Context: an optimization exercise on an open-source flow, tuned for small area. The choices shown serve that exercise and are no tape-out recipe. Only simulation tests tie the RTL to the original design; equivalence was not proved. The flow treats the clock pin as an ideal source, which a real chip does not have.

==> build 41: inputs <==
## FanController
module FanController #(parameter CLOCK_FREQUENCY = 100) (
    input wire clk,
    input wire reset,
    input wire [3:0] microupcode,
    input wire signed [7:0] set_point,
    input wire signed [7:0] sensor1_temp,
    input wire signed [7:0] sensor2_temp,
    output wire [1:0] fan_status,
    output wire cooler_status,
    output wire [7:0] user_output
);
    localparam [3:0] ST_START = 0, ST_S1 = 1, ST_S2 = 2, ST_P3 = 3, ST_P4 = 4, ST_P5 = 5,
        ST_P6 = 6, ST_P7 = 7, ST_P8 = 8, ST_P9 = 11, ST_CHECK = 9, ST_COOL = 10;
    localparam CW = 7;  
    localparam [CW-1:0] FM1 = CLOCK_FREQUENCY - 1;
    reg [3:0] state;
    reg [CW-1:0] ccnt;
    wire ready = ccnt >= CLOCK_FREQUENCY;
    wire take = (state == ST_START) && ready;
    wire op_zero = (microupcode == 4'b0000);
    wire clr = (state == ST_CHECK) && op_zero;
    wire st_s1 = (state == ST_S1), st_s2 = (state == ST_S2);
    wire [CW-1:0] ccnt_inc;
    Inc #(CW) ccnt_adder (.a(ccnt), .s(ccnt_inc));
    wire [CW-1:0] ccnt_wrap;
    AddC #(CW) ccnt_sub (.a(ccnt), .b(~FM1), .cin(1'b1), .s(ccnt_wrap));  
    always @(posedge clk or posedge reset) begin
        if (reset) begin
            state <= ST_START;
            ccnt <= 0;
        end else begin
            ccnt <= take ? ccnt_wrap : ccnt_inc;
            case (state)
                ST_START: state <= ready ? ST_S1 : ST_CHECK;
                ST_S1: state <= ST_S2;
                ST_S2: state <= ST_P3;
                ST_P3: state <= ST_P4;
                ST_P4: state <= ST_P5;
                ST_P5: state <= ST_P6;
                ST_P6: state <= ST_P7;
                ST_P7: state <= ST_P8;
                ST_P8: state <= ST_P9;
                ST_P9: state <= ST_CHECK;
                ST_CHECK: state <= op_zero ? ST_START : ST_COOL;
                default: state <= ST_START;
            endcase
        end
    end
    reg [7:0] l1, l2;
    always @(posedge clk or posedge reset) begin
        if (reset) begin
            l1 <= 0; l2 <= 0;
        end else if (clr) begin
            l1 <= 0; l2 <= 0;
        end else begin
            if (st_s1) l1 <= sensor1_temp;
  ...
make LEC_CHECK=0 ABC_AREA=1 CAP_MARGIN=20 CORE_MARGIN=2 CORE_UTILIZATION=60 CTS_BUF_LIST=sky130_fd_sc_hd__clkbuf_16 CTS_CLUSTER_DIAMETER=40 CTS_CLUSTER_SIZE=22 PLACE_DENSITY=0.7 SLEW_MARGIN=20 finish   # period 125.0 ns
run.sh (not shown) runs the stock make flow with config.mk's settings and CLKGATE_MAP_FILE= SYNTH_SCRIPT=/design/flow/synth_recipe.tcl, a recipe that flattens the netlist after the stock synthesis.
==> build 80 (differences from build 41) <==
--- a/flow/design.v
+++ b/flow/design.v
@@ -8,11 +8,11 @@
     output wire [1:0] fan_status,
     output wire cooler_status,
     output wire [7:0] user_output
 );
     localparam [3:0] ST_START = 0, ST_S1 = 1, ST_S2 = 2, ST_P3 = 3, ST_P4 = 4, ST_P5 = 5,
-        ST_P6 = 6, ST_P7 = 7, ST_P8 = 8, ST_P9 = 11, ST_CHECK = 9, ST_COOL = 10;
+        ST_P6 = 6, ST_P7 = 7, ST_P8 = 8, ST_P9 = 9, ST_CHECK = 10, ST_COOL = 11;
     localparam CW = 7;  
     localparam [CW-1:0] FM1 = CLOCK_FREQUENCY - 1;
     reg [3:0] state;
     reg [CW-1:0] ccnt;
     wire ready = ccnt >= CLOCK_FREQUENCY;
@@ -106,17 +106,21 @@
         if (state == ST_S1) opnd = sensor1_temp;
         else if (state == ST_S2) opnd = sensor2_temp;
         else opnd = ~tap;
     end
     wire [8:0] y = {opnd[7], opnd};
-    reg [7:0] q1_20, q2_20, q1_40, q2_40, q1_60, q2_60;
+    reg [5:0] q1_20, q2_20;
+    reg [6:0] q1_40, q2_40;
+    reg [7:0] q1_60, q2_60;
     reg [6:0] r1_20, r2_20, r1_40, r2_40, r1_60, r2_60;
-    wire [7:0] n_q20, n_q40, n_q60;
+    wire [5:0] n_q20;
+    wire [6:0] n_q40;
+    wire [7:0] n_q60;
     wire [6:0] n_r20, n_r40, n_r60;
-    Upd120 u20 (.q(ss ? q2_20 : q1_20), .r(ss ? r2_20 : r1_20), .y(y), .cin(sub), .qn(n_q20), .rn(n_r20));
-    Upd120 u40 (.q(ss ? q2_40 : q1_40), .r(ss ? r2_40 : r1_40), .y(y), .cin(sub), .qn(n_q40), .rn(n_r40));
-    Upd120 u60 (.q(ss ? q2_60 : q1_60), .r(ss ? r2_60 : r1_60), .y(y), .cin(sub), .qn(n_q60), .rn(n_r60));
+    Upd120 #(6) u20 (.q(ss ? q2_20 : q1_20), .r(ss ? r2_20 : r1_20), .y(y), .cin(sub), .qn(n_q20), .rn(n_r20));
+    Upd120 #(7) u40 (.q(ss ? q2_40 : q1_40), .r(ss ? r2_40 : r1_40), .y(y), .cin(sub), .qn(n_q40), .rn(n_r40));
+    Upd120 #(8) u60 (.q(ss ? q2_60 : q1_60), .r(ss ? r2_60 : r1_60), .y(y), .cin(sub), .qn(n_q60), .rn(n_r60));
     wire ld1_20 = st_s1 || (state == ST_P4 && v20);
     wire ld2_20 = st_s2 || (state == ST_P5 && v20);
     wire ld1_40 = st_s1 || (state == ST_P6 && v40);
     wire ld2_40 = st_s2 || (state == ST_P7 && v40);
     wire ld1_60 = st_s1 || (state == ST_P8 && v60);
@@ -144,14 +148,14 @@
     wire [2:0] sel = (state == ST_CHECK && microupcode[3]) ? {microupcode[1:0], microupcode[2]} : sel_held;
     reg [7:0] dq;
     reg [6:0] dr;
     always @(*) begin
         case (sel[1:0])
-            2'd0: begin dq = q1_40; dr = r1_40; end
-            2'd1: begin dq = q2_40; dr = r2_40; end
-            2'd2: begin dq = q1_20; dr = r1_20; end
-            default: begin dq = q2_20; dr = r2_20; end
+            2'd0: begin dq = {q1_40[6], q1_40}; dr = r1_40; end
+            2'd1: begin dq = {q2_40[6], q2_40}; dr = r2_40; end
+            2'd2: begin dq = {{2{q1_20[5]}}, q1_20}; dr = r1_20; end
+            default: begin dq = {{2{q2_20[5]}}, q2_20}; dr = r2_20; end
         endcase
     end
     wire is20 = sel[1];
     reg [2:0] df;
     reg dnz;
@@ -261,16 +265,16 @@
             assign s[i] = a[i] ^ k[i];
             assign k[i+1] = a[i] & k[i];
         end
     endgenerate
 endmodule
-module Upd120 (
-    input wire [7:0] q,
+module Upd120 #(parameter QW = 8) (
+    input wire [QW-1:0] q,
     input wire [6:0] r,
     input wire [8:0] y,
     input wire cin,
-    output wire [7:0] qn,
+    output wire [QW-1:0] qn,
     output wire [6:0] rn
 );
     wire [8:0] t;
     AddC #(9) add_r (.a({2'b0, r}), .b(y), .cin(cin), .s(t));
     wire neg = t[8];
@@ -286,7 +290,7 @@
         else k = 3'b000;
     end
     wire [3:0] rh;
     AddC #(4) add_rh (.a(t[6:3]), .b({k[2], k}), .cin(1'b0), .s(rh));
     assign rn = {rh, t[2:0]};
-    AddC #(8) add_q (.a(q), .b({{5{k[2]}}, k}), .cin(1'b0), .s(qn));
-endmodule
+    AddC #(QW) add_q (.a(q), .b({{(QW-3){k[2]}}, k}), .cin(1'b0), .s(qn));
+endmodule
==> flow/flow/run.sh (new file) <==
#!/bin/bash
# Own flow: the standard layout, except that Yosys's technology mapping step runs ABC
# with an area-oriented script (flow/abc_area.script: dc2, dch, amap) in place of ORFS's
# abc_area.script. Everything else, including the registers, is the standard synthesis.
# Clock tree synthesis takes the same settings as config.mk gives it, without dummy loads,
# and the port buffers are the smallest buffer, buf_1.
set -euo pipefail
W=$PWD

# Synthesis script: synth_recipe.tcl sourcing a copy of ORFS's synth.tcl whose abc call uses
# our ABC script
sed 's|^  log_cmd abc {\*}\$abc_args$|  set abc_args [lreplace $abc_args 1 1 '"$W"'/flow/abc_area.script]\n  log_cmd abc {*}$abc_args|' \
    "$FLOW_HOME/scripts/synth.tcl" > "$W/abc_synth.tcl"
grep -q 'flow/abc_area.script' "$W/abc_synth.tcl"
sed 's|^source \$::env(SCRIPTS_DIR)/synth.tcl$|source '"$W"'/abc_synth.tcl|' "$W/synth_recipe.tcl" > "$W/own_synth.tcl"
grep -q 'abc_synth.tcl' "$W/own_synth.tcl"
sed "s|SYNTH_SCRIPT=[^ ]*|SYNTH_SCRIPT=$W/own_synth.tcl|" "$W/standard.sh" > "$W/own_standard.sh"
grep -q 'own_synth.tcl' "$W/own_standard.sh"

bash "$W/own_standard.sh" synth > "$W/synth.log" 2>&1
export CTS_ARGS="-sink_clustering_enable -repair_clock_nets -buf_list sky130_fd_sc_hd__clkbuf_16 -sink_clustering_size 30 -sink_clustering_max_diameter 100 -dont_use_dummy_load"
export BUFFER_PORTS_ARGS="-buffer_cell sky130_fd_sc_hd__buf_1"
bash "$W/standard.sh" > "$W/layout.log" 2>&1
test -f "$W/out/final.def"
==> flow/flow/abc_area.script (new file) <==
strash
dc2
dch -f
amap -F 20 -A 20
topo
dnsize -c
==> flow/standard.sh (new file) <==
#!/bin/bash
# synth_recipe.tcl (not shown) runs the flow's synth.tcl, then flattens the netlist and writes it again
# the make line also repeats each setting of config.mk as NAME=value (left out here)
make -C /OpenROAD-flow-scripts/flow DESIGN_CONFIG=/design/flow/config.mk WORK_HOME=/design/flow/orfs CLKGATE_MAP_FILE= SYNTH_SCRIPT=/design/flow/synth_recipe.tcl "${@:-finish}"
CTS_CLUSTER_DIAMETER = 100   (was 40)
CTS_CLUSTER_SIZE = 30   (was 22)
removed: flow/run.sh
==> trial 45 (differences from build 41) <==
--- a/flow/design.v
+++ b/flow/design.v
@@ -106,17 +106,19 @@
         if (state == ST_S1) opnd = sensor1_temp;
         else if (state == ST_S2) opnd = sensor2_temp;
         else opnd = ~tap;
     end
     wire [8:0] y = {opnd[7], opnd};
-    reg [7:0] q1_20, q2_20, q1_40, q2_40, q1_60, q2_60;
-    reg [6:0] r1_20, r2_20, r1_40, r2_40, r1_60, r2_60;
-    wire [7:0] n_q20, n_q40, n_q60;
-    wire [6:0] n_r20, n_r40, n_r60;
-    Upd120 u20 (.q(ss ? q2_20 : q1_20), .r(ss ? r2_20 : r1_20), .y(y), .cin(sub), .qn(n_q20), .rn(n_r20));
-    Upd120 u40 (.q(ss ? q2_40 : q1_40), .r(ss ? r2_40 : r1_40), .y(y), .cin(sub), .qn(n_q40), .rn(n_r40));
-    Upd120 u60 (.q(ss ? q2_60 : q1_60), .r(ss ? r2_60 : r1_60), .y(y), .cin(sub), .qn(n_q60), .rn(n_r60));
+    reg [8:0] q1_20, q2_20, q1_40, q2_40, q1_60, q2_60;
+    reg [4:0] r1_20, r2_20;
+    reg [5:0] r1_40, r2_40, r1_60, r2_60;
+    wire [8:0] n_q20, n_q40, n_q60;
+    wire [4:0] n_r20;
+    wire [5:0] n_r40, n_r60;
+    Upd20 u20 (.q(ss ? q2_20 : q1_20), .r(ss ? r2_20 : r1_20), .y(y), .cin(sub), .qn(n_q20), .rn(n_r20));
+    Upd40 u40 (.q(ss ? q2_40 : q1_40), .r(ss ? r2_40 : r1_40), .y(y), .cin(sub), .qn(n_q40), .rn(n_r40));
+    Upd60 u60 (.q(ss ? q2_60 : q1_60), .r(ss ? r2_60 : r1_60), .y(y), .cin(sub), .qn(n_q60), .rn(n_r60));
     wire ld1_20 = st_s1 || (state == ST_P4 && v20);
     wire ld2_20 = st_s2 || (state == ST_P5 && v20);
     wire ld1_40 = st_s1 || (state == ST_P6 && v40);
     wire ld2_40 = st_s2 || (state == ST_P7 && v40);
     wire ld1_60 = st_s1 || (state == ST_P8 && v60);
@@ -136,40 +138,26 @@
             if (ld1_60) begin q1_60 <= n_q60; r1_60 <= n_r60; end
             if (ld2_60) begin q2_60 <= n_q60; r2_60 <= n_r60; end
         end
     end
     wire signed [7:0] a1, a2;
-    Inc8If a1_inc (.a({q1_60[6:0], r1_60 >= 7'd60}), .c(q1_60[7] && r1_60 != 7'd0 && r1_60 != 7'd60), .s(a1));
-    Inc8If a2_inc (.a({q2_60[6:0], r2_60 >= 7'd60}), .c(q2_60[7] && r2_60 != 7'd0 && r2_60 != 7'd60), .s(a2));
+    Inc8If a1_inc (.a(q1_60[7:0]), .c(q1_60[8] && r1_60 != 0), .s(a1));
+    Inc8If a2_inc (.a(q2_60[7:0]), .c(q2_60[8] && r2_60 != 0), .s(a2));
     reg [2:0] sel_held;
     wire [2:0] sel = (state == ST_CHECK && microupcode[3]) ? {microupcode[1:0], microupcode[2]} : sel_held;
     reg [7:0] dq;
-    reg [6:0] dr;
+    reg dc;
     always @(*) begin
         case (sel[1:0])
-            2'd0: begin dq = q1_40; dr = r1_40; end
-            2'd1: begin dq = q2_40; dr = r2_40; end
-            2'd2: begin dq = q1_20; dr = r1_20; end
-            default: begin dq = q2_20; dr = r2_20; end
+            2'd0: begin dq = q1_40[7:0]; dc = q1_40[8] && r1_40 != 0; end
+            2'd1: begin dq = q2_40[7:0]; dc = q2_40[8] && r2_40 != 0; end
+            2'd2: begin dq = q1_20[7:0]; dc = q1_20[8] && r1_20 != 0; end
+            default: begin dq = q2_20[7:0]; dc = q2_20[8] && r2_20 != 0; end
         endcase
     end
-    wire is20 = sel[1];
-    reg [2:0] df;
-    reg dnz;
-    always @(*) begin
-        if (is20) begin
-            df = (dr >= 100) ? 3'd5 : (dr >= 80) ? 3'd4 : (dr >= 60) ? 3'd3 : (dr >= 40) ? 3'd2 : (dr >= 20) ? 3'd1 : 3'd0;
-            dnz = !(dr == 0 || dr == 20 || dr == 40 || dr == 60 || dr == 80 || dr == 100);
-        end else begin
-            df = (dr >= 80) ? 3'd2 : (dr >= 40) ? 3'd1 : 3'd0;
-            dnz = !(dr == 0 || dr == 40 || dr == 80);
-        end
-    end
-    wire [7:0] dq3;
-    AddC #(8) dq3_add (.a(dq), .b({dq[6:0], 1'b0}), .cin(1'b0), .s(dq3));
     wire [7:0] avg_mid;
-    AddC #(8) mid_add (.a(is20 ? {dq3[6:0], 1'b0} : dq3), .b({5'd0, df}), .cin(dq[7] && dnz), .s(avg_mid));
+    Inc8If mid_inc (.a(dq), .c(dc), .s(avg_mid));
     reg [7:0] uo;
     always @(*) begin
         case (sel)
             3'd0: uo = l1;
             3'd1: uo = l2;
@@ -261,32 +249,90 @@
             assign s[i] = a[i] ^ k[i];
             assign k[i+1] = a[i] & k[i];
         end
     endgenerate
 endmodule
-module Upd120 (
-    input wire [7:0] q,
-    input wire [6:0] r,
+module Upd20 (
+    input wire [8:0] q,
+    input wire [4:0] r,
+    input wire [8:0] y,
+    input wire cin,
+    output wire [8:0] qn,
+    output wire [4:0] rn
+);
+    wire [8:0] t;
+    AddC #(9) add_r (.a({4'b0, r}), .b(y), .cin(cin), .s(t));
+    wire signed [6:0] u = t[8:2];
+    reg signed [3:0] k;
+    reg [2:0] m;
+    always @(*) begin
+        if (u >= 35) begin k = 7; m = u - 35; end
+        else if (u >= 30) begin k = 6; m = u - 30; end
+        else if (u >= 25) begin k = 5; m = u - 25; end
+        else if (u >= 20) begin k = 4; m = u - 20; end
+        else if (u >= 15) begin k = 3; m = u - 15; end
+        else if (u >= 10) begin k = 2; m = u - 10; end
+        else if (u >= 5) begin k = 1; m = u - 5; end
+        else if (u >= 0) begin k = 0; m = u; end
+        else if (u >= -5) begin k = -1; m = u + 5; end
+        else if (u >= -10) begin k = -2; m = u + 10; end
+        else if (u >= -15) begin k = -3; m = u + 15; end
+        else if (u >= -20) begin k = -4; m = u + 20; end
+        else if (u >= -25) begin k = -5; m = u + 25; end
+        else if (u >= -30) begin k = -6; m = u + 30; end
+        else begin k = -7; m = u + 35; end
+    end
+    assign rn = {m, t[1:0]};
+    AddC #(9) add_q (.a(q), .b({{5{k[3]}}, k}), .cin(1'b0), .s(qn));
+endmodule
+module Upd40 (
+    input wire [8:0] q,
+    input wire [5:0] r,
     input wire [8:0] y,
     input wire cin,
-    output wire [7:0] qn,
-    output wire [6:0] rn
+    output wire [8:0] qn,
+    output wire [5:0] rn
 );
     wire [8:0] t;
-    AddC #(9) add_r (.a({2'b0, r}), .b(y), .cin(cin), .s(t));
-    wire neg = t[8];
-    wire lt_m120 = (t[8:3] == 6'b110000);              
-    wire ge_120 = !neg && (t[7] || t[6:3] == 4'b1111);  
-    wire ge_240 = !neg && (t[7:4] == 4'b1111);          
-    reg [2:0] k;
-    always @(*) begin
-        if (lt_m120) k = 3'b110;
-        else if (neg) k = 3'b111;
-        else if (ge_240) k = 3'b010;
-        else if (ge_120) k = 3'b001;
-        else k = 3'b000;
-    end
-    wire [3:0] rh;
-    AddC #(4) add_rh (.a(t[6:3]), .b({k[2], k}), .cin(1'b0), .s(rh));
-    assign rn = {rh, t[2:0]};
-    AddC #(8) add_q (.a(q), .b({{5{k[2]}}, k}), .cin(1'b0), .s(qn));
+    AddC #(9) add_r (.a({3'b0, r}), .b(y), .cin(cin), .s(t));
+    wire signed [5:0] u = t[8:3];
+    reg signed [3:0] k;
+    reg [2:0] m;
+    always @(*) begin
+        if (u >= 20) begin k = 4; m = u - 20; end
+        else if (u >= 15) begin k = 3; m = u - 15; end
+        else if (u >= 10) begin k = 2; m = u - 10; end
+        else if (u >= 5) begin k = 1; m = u - 5; end
+        else if (u >= 0) begin k = 0; m = u; end
+        else if (u >= -5) begin k = -1; m = u + 5; end
+        else if (u >= -10) begin k = -2; m = u + 10; end
+        else if (u >= -15) begin k = -3; m = u + 15; end
+        else begin k = -4; m = u + 20; end
+    end
+    assign rn = {m, t[2:0]};
+    AddC #(9) add_q (.a(q), .b({{5{k[3]}}, k}), .cin(1'b0), .s(qn));
+endmodule
+module Upd60 (
+    input wire [8:0] q,
+    input wire [5:0] r,
+    input wire [8:0] y,
+    input wire cin,
+    output wire [8:0] qn,
+    output wire [5:0] rn
+);
+    wire [8:0] t;
+    AddC #(9) add_r (.a({3'b0, r}), .b(y), .cin(cin), .s(t));
+    wire signed [6:0] u = t[8:2];
+    reg signed [3:0] k;
+    reg [3:0] m;
+    always @(*) begin
+        if (u >= 45) begin k = 3; m = u - 45; end
+        else if (u >= 30) begin k = 2; m = u - 30; end
+        else if (u >= 15) begin k = 1; m = u - 15; end
+        else if (u >= 0) begin k = 0; m = u; end
+        else if (u >= -15) begin k = -1; m = u + 15; end
+        else if (u >= -30) begin k = -2; m = u + 30; end
+        else begin k = -3; m = u + 45; end
+    end
+    assign rn = {m, t[1:0]};
+    AddC #(9) add_q (.a(q), .b({{5{k[3]}}, k}), .cin(1'b0), .s(qn));
 endmodule
CTS_BUF_LIST = not set   (was sky130_fd_sc_hd__clkbuf_16)
CTS_CLUSTER_DIAMETER = not set   (was 40)
CTS_CLUSTER_SIZE = not set   (was 22)
==> comparison table <==
|  | build 41 | build 80 | trial 45 |
|---|---|---|---|
| Outcome | timing/DRC/antenna clean | timing/DRC/antenna clean | timing/DRC/antenna clean |
| Final critical-path required period | 55.35 ns | 56.37 ns | 53.60 ns |
| Number of sequential storage elements | 1107 | 1101 | 1105 |
| Syn Inst Count | 2367 | 2018 | 2500 |
| CTS Buf Count | 99 | 43 | 98 |
| Routed wire length | 56700 um | 50900 um | 61200 um |
| Met2 wire len | 26500 um | 22600 um | 28400 um |
| Synthesized-area fraction occupied by and/or/nand/nor cells | 8.85% | 3.80% | 8.14% |
| Antenna fix cells | 0 | 0 | 1 |
| Highest net fanout along the worst path | 27 | 19 | 10 |
| Syn Area/Cell | 12.8 um2 | 14.2 um2 | 12.3 um2 |
| Die width | 228 um | 222 um | 231 um |
| Standard-cell row count | 82 | 79 | 83 |
| Hold Path Sink | ring[452]$_DFF_P_ | ring[894]$_DFF_P_ | ring[925]$_DFF_P_ |
| Pin count of the biggest net entering global routing | 70 | 77 | 78 |
| HPWL Detailed | 34600 um | 33300 um | 36200 um |
| Wire length of the first global-routing pass | 92000 um | 81200 um | 98400 um |
| WHS | 0.313 ns | 0.303 ns | 0.314 ns |

[afterwards: timing with drivers on the ports]
In the flow no input, the clock included, has a driving cell. The finished layouts below were timed again as built, in two steps.
Step 1, drivers: a clkbuf_16 drives clk and a buf_2 each remaining input, both assumed.
Step 2 also shifts input and output timing later by t, the mid clock arrival at the registers, as if the neighbouring blocks saw the same clock.
Slacks: no drivers / after step 1 / after step 2; pairs: no drivers / after step 1.
run | shift t [ns] | slack for setup (ns) | worst hold slack (ns) | pins driven straight from the clock port
build 41 | 0.699 | 69.648 / 69.621 / 69.621 | 0.313 / 0.313 / 0.313 | 1
build 80 | 0.623 | 68.630 / 68.606 / 68.606 | 0.303 / 0.303 / 0.303 | 1
trial 45 | 0.686 | 71.402 / 71.377 / 71.377 | 0.314 / 0.314 / 0.314 | 1
After both steps every run listed still meets setup and hold. The setup slack of build 41, which loses most, moves by -0.027 ns with the drivers and by -0.027 ns with both steps.
